This is an optimization exercise on Yosys and OpenROAD, whose aim is small area, a short achievable clock period and few clock cycles per item, not a production implementation. In this exercise RTL edits were held to simulation tests only and were not proved equivalent to the original.

==> flow/design.v (excerpt) <==
module sin (
    input  logic        clk,
    input  logic        rst_n,
    input  logic [15:0] x,
    input  logic        start,
    output logic [15:0] result,
    output logic        done
);
For scale: ~1400 cells after synthesis, about 36 I/O pins, roughly 13000 um2 of cells after synthesis.
clock: 9.5 ns
lec_check: 0
cap_margin: 20
core_margin: 2
core_utilization: 50
setup_slack_margin: 4.0
slew_margin: 20
synth_hierarchical: 1
synth_minimum_keep_size: 0
run.sh (not shown) runs the stock make flow with config.mk's settings and CLKGATE_MAP_FILE= SYNTH_SCRIPT=/design/flow/synth_recipe.tcl, a recipe that flattens the netlist after the stock synthesis.
Testbench counts at the start, summed over its fixed seeds: cycles 1,428, items 384.
==> next run, changes <==
--- a/flow/config.mk
+++ b/flow/config.mk
@@ -9,6 +9,3 @@
 export CORE_MARGIN = 2
-export CORE_UTILIZATION = 50
-export SETUP_SLACK_MARGIN = 4.0
+export CORE_UTILIZATION = 40
 export SLEW_MARGIN = 20
-export SYNTH_HIERARCHICAL = 1
-export SYNTH_MINIMUM_KEEP_SIZE = 0
Outcome: Cell area goes down by a few percent. Die area rose by a quarter to a third. Worst hold slack improved by 0.018 ns. Cell count grows by roughly a tenth. Non-clock buffer count came out lower by 41. Critical path depth came out higher by 2. Routed wire length came out lower by a few percent.
==> next run, changes <==
--- a/flow/config.mk
+++ b/flow/config.mk
@@ -10,2 +10,5 @@
 export CORE_UTILIZATION = 40
+export SETUP_SLACK_MARGIN = 4.0
 export SLEW_MARGIN = 20
+export SYNTH_HIERARCHICAL = 1
+export SYNTH_MINIMUM_KEEP_SIZE = 0
The new run passed the timing, DRC and antenna checks.
First-iteration DRC count rose by about a fifth.
Maximum frequency rises by a quarter to a third.
Routed wire length goes up by a little under a tenth.
Flip-flop and latch count is unchanged.
Non-clock buffer count rises by 43.
Cell count fell by a few percent.
Cell area rose by a little under a tenth.
Sequential share of layout area fell by 0.10 points.
==> next run, changes <==
--- a/flow/config.mk
+++ b/flow/config.mk
@@ -10,3 +10,3 @@
 export CORE_UTILIZATION = 40
-export SETUP_SLACK_MARGIN = 4.0
+export SETUP_SLACK_MARGIN = 4.25
 export SLEW_MARGIN = 20
After rerunning:
- final cell count goes up by 3.2%
- global-route usage came out higher by 0.53 points
- maximum frequency increases by 1.9%
- via count is higher by 3.8%

sin, a different RTL version from the one above (not shown whole).
export LEC_CHECK = 0
export CAP_MARGIN = 20
export CORE_MARGIN = 2
export CORE_UTILIZATION = 50
export CTS_BUF_LIST = sky130_fd_sc_hd__clkbuf_4 sky130_fd_sc_hd__clkbuf_8
export SETUP_SLACK_MARGIN = 4.0
export SLEW_MARGIN = 20
export SYNTH_HIERARCHICAL = 1
export SYNTH_MINIMUM_KEEP_SIZE = 0
create_clock -name core_clock -period 9.5 [get_ports {clk}]
Testbench counts at the start, summed over its fixed seeds: cycles 1,428, items 384.
Next try:
CORE_UTILIZATION = 40   (was 50)
CTS_BUF_LIST = unset   (was sky130_fd_sc_hd__clkbuf_4 sky130_fd_sc_hd__clkbuf_8)
The changed run passed the timing, DRC and antenna checks.
Global-route usage is lower by 6.2 points.
Sequential share of layout area stays flat.
First-iteration DRC count is lower by about 20%.
Die area is higher by about 24%.
Design area is higher by 1.1%.
Hold slack is about the same.
Maximum frequency is lower by about 1%.
Utilization is lower by 11 points.
Worst setup slack is worse by 53 ps.

sin, a different RTL version from the one above (not shown whole).
Size: ~1300 cells after synthesis, about 76 flip-flops, roughly 12000 um2 of cells after synthesis.
export LEC_CHECK = 0
export CAP_MARGIN = 20
export CORE_MARGIN = 2
export CORE_UTILIZATION = 65
export SETUP_SLACK_MARGIN = 3.5
export SLEW_MARGIN = 20
create_clock -name core_clock -period 9.5 [get_ports {clk}]
The first run completed without violations.
Testbench counts at the start, summed over its fixed seeds: cycles 1,920, items 384.
Next try:
CORE_UTILIZATION = 40   (was 65)
What happened: The changed run finished clean. Sequential share of layout area stays flat. Wire length is higher by a few percent. Via count went down slightly. Sequential cell count stays the same. Final cell count increases by roughly a tenth. Core utilization shrinks by 29 points.
Next try:
SETUP_SLACK_MARGIN = 3.0   (was 3.5)
What happened: Setup slack got worse by 0.42 ns. Register-to-register slack got worse by 0.42 ns. Wire length is lower by 1.6%. Non-clock buffer count is lower by 43. Cell area is lower by 3.0%. Die area stays the same. Worst hold slack barely changes. Global-route usage is lower by 0.22 points. Clock-buffer cell count does not change.

Another version of the RTL of sin (not shown whole).
For scale: roughly 1200 cells after synthesis.
Settings: LEC_CHECK=0, CAP_MARGIN=20, CORE_MARGIN=2, CORE_UTILIZATION=40, SETUP_SLACK_MARGIN=4.5, SLEW_MARGIN=20, SYNTH_HIERARCHICAL=1, SYNTH_MINIMUM_KEEP_SIZE=0; clock period 9.5 ns.
Testbench counts at the start, summed over its fixed seeds: cycles 1,920, items 384.
Then changed:
Settings changed: SETUP_SLACK_MARGIN 4.5 to 4.0.
- The changed run finished with timing, DRC and antenna clean
- wire length came out lower by roughly a tenth
- synthesized area stays the same
- sequential share of layout area went up by 0.68 points
- cell area drops by roughly a tenth
- utilization falls by 4.7 points
- worst setup slack gets worse by 0.31 ns
- non-clock buffer count drops by 57

Starting RTL as in the previous note.
make LEC_CHECK=0 CAP_MARGIN=20 CORE_MARGIN=2 CORE_UTILIZATION=40 SETUP_SLACK_MARGIN=5.0 SLEW_MARGIN=20 SYNTH_HIERARCHICAL=1 SYNTH_MINIMUM_KEEP_SIZE=0 finish   # period 9.5 ns
Testbench counts at the start, summed over its fixed seeds: cycles 1,920, items 384.
Change:
- SETUP_SLACK_MARGIN: 5.0 -> 3.5
After rerunning: Setup slack got worse by 0.69 ns; synthesized cell count does not change; worst hold slack stays flat; flip-flop and latch count does not change; final area goes down by 18%; register-to-register slack loses 0.69 ns; via count is lower by 7.9%.

sin, a different RTL version from the one above (not shown whole).
Size in the first run: ~0.013 mm² of cells after synthesis.
clock: 9.5 ns
lec_check: 0
cap_margin: 20
core_margin: 2
core_utilization: 40
cts_buf_list: sky130_fd_sc_hd__clkbuf_4 sky130_fd_sc_hd__clkbuf_8
setup_slack_margin: 4.25
slew_margin: 20
synth_hierarchical: 1
synth_minimum_keep_size: 0
Testbench counts at the start, summed over its fixed seeds: cycles 1,428, items 384.
Edit:
- SETUP_SLACK_MARGIN: 4.25 -> 3.75
The new run finished with timing, DRC and antenna clean.
Wire length went down by 5.4%.
Cell area went down by 6.2%.
Core utilization went down by 2.9 points.

## what the ideal ports hide
No port has a modelled driver above. Below, the same layouts with a new extraction and two added sets of constraints.
Step 1: set_driving_cell puts a clkbuf_16 on clk and a buf_2 on each other input, an assumption about the parent block.
Step 2 also shifts input and output timing later by t, the mid clock arrival at the registers, as if the neighbouring blocks saw the same clock.
a / b / c = ideal ports / drivers / drivers and shift; a / b = the first two.
run	t (ns)	setup slack, ns	worst setup path after step 2	latest minus earliest clock arrival (ns)	slew at the worst register clock pin (ns)
the first run of note 1	0.382	4.137 / 4.137 / 4.072	input to register	0.011 / 0.010	0.06 / 0.06
the second run of note 1	0.376	2.521 / 2.521 / 2.521	register to register	0.005 / 0.004	0.06 / 0.06
the third run of note 1	0.374	4.166 / 4.166 / 4.148	input to register	0.008 / 0.008	0.06 / 0.06
the fourth run of note 1	0.379	4.264 / 4.264 / 4.123	input to register	0.007 / 0.007	0.06 / 0.06
the first run of note 2	0.406	4.164 / 4.164 / 3.973	input to register	0.010 / 0.010	0.09 / 0.09
the second run of note 2	0.370	4.111 / 4.111 / 4.015	input to register	0.008 / 0.008	0.06 / 0.06
the first run of note 3	0.390	3.645 / 3.645 / 3.645	register to register	0.008 / 0.008	0.07 / 0.07
the second run of note 3	0.370	3.710 / 3.710 / 3.710	register to register	0.011 / 0.010	0.06 / 0.06
the third run of note 3	0.370	3.293 / 3.293 / 3.293	register to register	0.011 / 0.011	0.06 / 0.06
the first run of note 4	0.371	4.495 / 4.495 / 4.495	register to register	0.008 / 0.009	0.06 / 0.06
the second run of note 4	0.367	4.183 / 4.183 / 4.183	register to register	0.010 / 0.011	0.06 / 0.06
the first run of note 5	0.369	4.500 / 4.500 / 4.500	register to register	0.006 / 0.006	0.06 / 0.06
the second run of note 5	0.366	3.807 / 3.807 / 3.807	register to register	0.013 / 0.013	0.06 / 0.06
the first run of note 6	0.392	4.368 / 4.368 / 4.017	input to register	0.010 / 0.010	0.08 / 0.08
the second run of note 6	0.388	3.910 / 3.910 / 3.910	register to register	0.018 / 0.018	0.08 / 0.08
After both steps every run listed still meets setup and hold. The setup slack of the first run of note 6, which loses most, moves by 0.000 ns with the drivers and by -0.351 ns with both steps.
